This design comes from an exercise in tuning for small area, a short achievable clock period and few clock cycles on the open sky130 flow, not from production work.
Function was checked by simulation only, so behaviour that the tests miss may differ from the original.

==> flow/design.v <==
`timescale 1ns / 1ps
module mat_mult_1632_system(
    input clk,
    input reset,
    input start,
    output reg [9:0] addr_a,
    input signed [15:0] data_a,
    output reg [10:0] addr_b,
    input signed [15:0] data_b,
    output reg [8:0] addr_c,
    output signed [31:0] data_c,
    output reg we_c,
    output reg done
);
    reg rd_act;                        
    wire fire = start | rd_act;        
    wire [5:0] k = addr_b[10:5];
    wire [4:0] j = addr_b[4:0];
    wire k_first = (k == 6'd0);
    wire k_last  = (k == 6'd48);
    wire j_last  = (j == 5'd31);
    wire all_last = k_last & j_last & (addr_a == 10'd783);
    always @(posedge clk or posedge reset) begin
        if (reset) begin
            rd_act <= 1'b0;
            addr_a <= 10'd0;
            addr_b <= 11'd0;
        end else if (fire) begin
            if (all_last) begin
                rd_act <= 1'b0;
                addr_a <= 10'd0;
                addr_b <= 11'd0;
            end else begin
                rd_act <= 1'b1;
                if (k_last) begin
                    addr_b <= {6'd0, j + 5'd1};
                    addr_a <= j_last ? addr_a + 10'd1 : addr_a - 10'd48;
                end else begin
                    addr_b <= addr_b + 11'd32;
                    addr_a <= addr_a + 10'd1;
                end
            end
        end
    end
    reg [15:0] ra, rb;
    reg [31:0] row [0:8];
    reg [16:0] mag, pp;
    reg [31:0] negs;
    integer i;
    always @(*) begin
        negs = 32'd0;
        for (i = 0; i < 8; i = i + 1) begin : booth
            reg bm1, b0, b1, one, two;
            b1  = rb[2*i+1];
            b0  = rb[2*i];
            bm1 = (i == 0) ? 1'b0 : rb[2*i-1];
            one = b0 ^ bm1;
            two = (b1 & ~b0 & ~bm1) | (~b1 & b0 & bm1);
            mag = one ? {ra[15], ra} : (two ? {ra, 1'b0} : 17'd0);
            pp  = b1 ? ~mag : mag;
            row[i] = {15'd0, ~pp[16], pp[15:0]} << (2*i);
            negs[2*i] = b1;
        end
        row[8] = negs | 32'hAAAB0000;
    end
    function [63:0] csa(input [31:0] x, input [31:0] y, input [31:0] z);
        reg [31:0] s, c;
        begin
            s = x ^ y ^ z;
            c = ((x & y) | (x & z) | (y & z)) << 1;
            csa = {c, s};
        end
    endfunction
    wire [63:0] l1a = csa(row[0], row[1], row[2]);
    wire [63:0] l1b = csa(row[3], row[4], row[5]);
    wire [63:0] l1c = csa(row[6], row[7], row[8]);
    wire [63:0] l2a = csa(l1a[31:0], l1a[63:32], l1b[31:0]);
    wire [63:0] l2b = csa(l1b[63:32], l1c[31:0], l1c[63:32]);
    wire [63:0] l3a = csa(l2a[31:0], l2a[63:32], l2b[31:0]);
    wire [63:0] l4a = csa(l3a[31:0], l3a[63:32], l2b[63:32]);
    reg [31:0] ps, pc;                 
    reg [31:0] acc;
    reg f1, f2;                        
    reg l1, l2;                        
    reg e1, e2;                        
    wire [31:0] acc_in = f2 ? 32'd0 : acc;
    wire [63:0] fin = csa(ps, pc, acc_in);
    always @(posedge clk) begin
        ra <= data_a;
        rb <= data_b;
        ps <= l4a[31:0];
        pc <= l4a[63:32];
        acc <= fin[31:0] + fin[63:32];
        f1 <= k_first;
        f2 <= f1;
    end
    always @(posedge clk or posedge reset) begin
        if (reset) begin
            l1 <= 1'b0; l2 <= 1'b0;
            e1 <= 1'b0; e2 <= 1'b0;
            we_c <= 1'b0;
            done <= 1'b0;
            addr_c <= 9'd0;
        end else begin
            l1 <= fire & k_last;
            e1 <= fire & all_last;
            l2 <= l1;
            e2 <= e1;
            we_c <= l2;
            done <= e2;
            if (we_c) addr_c <= addr_c + 9'd1;
        end
    end
    assign data_c = acc;
endmodule
Settings: LEC_CHECK=0, CAP_MARGIN=20, CORE_MARGIN=2, CORE_UTILIZATION=25, PLACE_DENSITY=0.45, SLEW_MARGIN=20; clock period 10.0 ns.
run.sh (not shown) runs the stock make flow with config.mk's settings and CLKGATE_MAP_FILE= SYNTH_SCRIPT=/design/flow/synth_recipe.tcl, a recipe that flattens the netlist after the stock synthesis.
Testbench counts at the start, summed over its fixed seeds: cycles 200,720.
Next try:
--- a/flow/design.v
+++ b/flow/design.v
@@ -40,59 +40,21 @@
                     addr_a <= addr_a + 10'd1;
                 end
             end
         end
     end
-    reg [15:0] ra, rb;
-    reg [31:0] row [0:8];
-    reg [16:0] mag, pp;
-    reg [31:0] negs;
-    integer i;
-    always @(*) begin
-        negs = 32'd0;
-        for (i = 0; i < 8; i = i + 1) begin : booth
-            reg bm1, b0, b1, one, two;
-            b1  = rb[2*i+1];
-            b0  = rb[2*i];
-            bm1 = (i == 0) ? 1'b0 : rb[2*i-1];
-            one = b0 ^ bm1;
-            two = (b1 & ~b0 & ~bm1) | (~b1 & b0 & bm1);
-            mag = one ? {ra[15], ra} : (two ? {ra, 1'b0} : 17'd0);
-            pp  = b1 ? ~mag : mag;
-            row[i] = {15'd0, ~pp[16], pp[15:0]} << (2*i);
-            negs[2*i] = b1;
-        end
-        row[8] = negs | 32'hAAAB0000;
-    end
-    function [63:0] csa(input [31:0] x, input [31:0] y, input [31:0] z);
-        reg [31:0] s, c;
-        begin
-            s = x ^ y ^ z;
-            c = ((x & y) | (x & z) | (y & z)) << 1;
-            csa = {c, s};
-        end
-    endfunction
-    wire [63:0] l1a = csa(row[0], row[1], row[2]);
-    wire [63:0] l1b = csa(row[3], row[4], row[5]);
-    wire [63:0] l1c = csa(row[6], row[7], row[8]);
-    wire [63:0] l2a = csa(l1a[31:0], l1a[63:32], l1b[31:0]);
-    wire [63:0] l2b = csa(l1b[63:32], l1c[31:0], l1c[63:32]);
-    wire [63:0] l3a = csa(l2a[31:0], l2a[63:32], l2b[31:0]);
-    wire [63:0] l4a = csa(l3a[31:0], l3a[63:32], l2b[63:32]);
-    reg [31:0] ps, pc;                 
+    reg signed [15:0] ra, rb;
+    reg signed [31:0] pr;
     reg [31:0] acc;
     reg f1, f2;                        
     reg l1, l2;                        
     reg e1, e2;                        
-    wire [31:0] acc_in = f2 ? 32'd0 : acc;
-    wire [63:0] fin = csa(ps, pc, acc_in);
     always @(posedge clk) begin
         ra <= data_a;
         rb <= data_b;
-        ps <= l4a[31:0];
-        pc <= l4a[63:32];
-        acc <= fin[31:0] + fin[63:32];
+        pr <= ra * rb;
+        acc <= (f2 ? 32'd0 : acc) + pr;
         f1 <= k_first;
         f2 <= f1;
     end
     always @(posedge clk or posedge reset) begin
         if (reset) begin
Effect: The changed run finished with timing, DRC and antenna clean; worst setup slack loses 1.5 ns; maximum frequency came out lower by 23%; worst hold slack is worse by 0.0074 ns; die area is higher by 2.3%; final area climbs by 3.6%; utilization is higher by 0.38 points; final cell count is lower by 7.9%; register-to-register slack loses 1.5 ns; wire length drops by 14%.
Testbench counts after the change, summed over its fixed seeds: cycles 200,720.

[what the ideal ports hide]
Ports are ideal in the flow. The routed layouts listed here were re-timed in OpenROAD.
Step 1, drivers: a clkbuf_16 drives clk and a buf_2 each remaining input, both assumed.
Step 2, shift: input delay + t, output delay - t, t = (earliest + latest rising clock arrival at the registers) / 2. This alone moves slack from input paths to output paths.
Slacks: ideal ports / drivers / drivers and shift; pairs: ideal ports / drivers.
run	t (ns)	setup slack, ns	worst setup path after step 2
the first run	0.532	5.021 / 5.021 / 5.021	register to register
the second run	0.526	3.529 / 3.529 / 3.529	register to register
After both steps setup and hold are still met in every run listed.
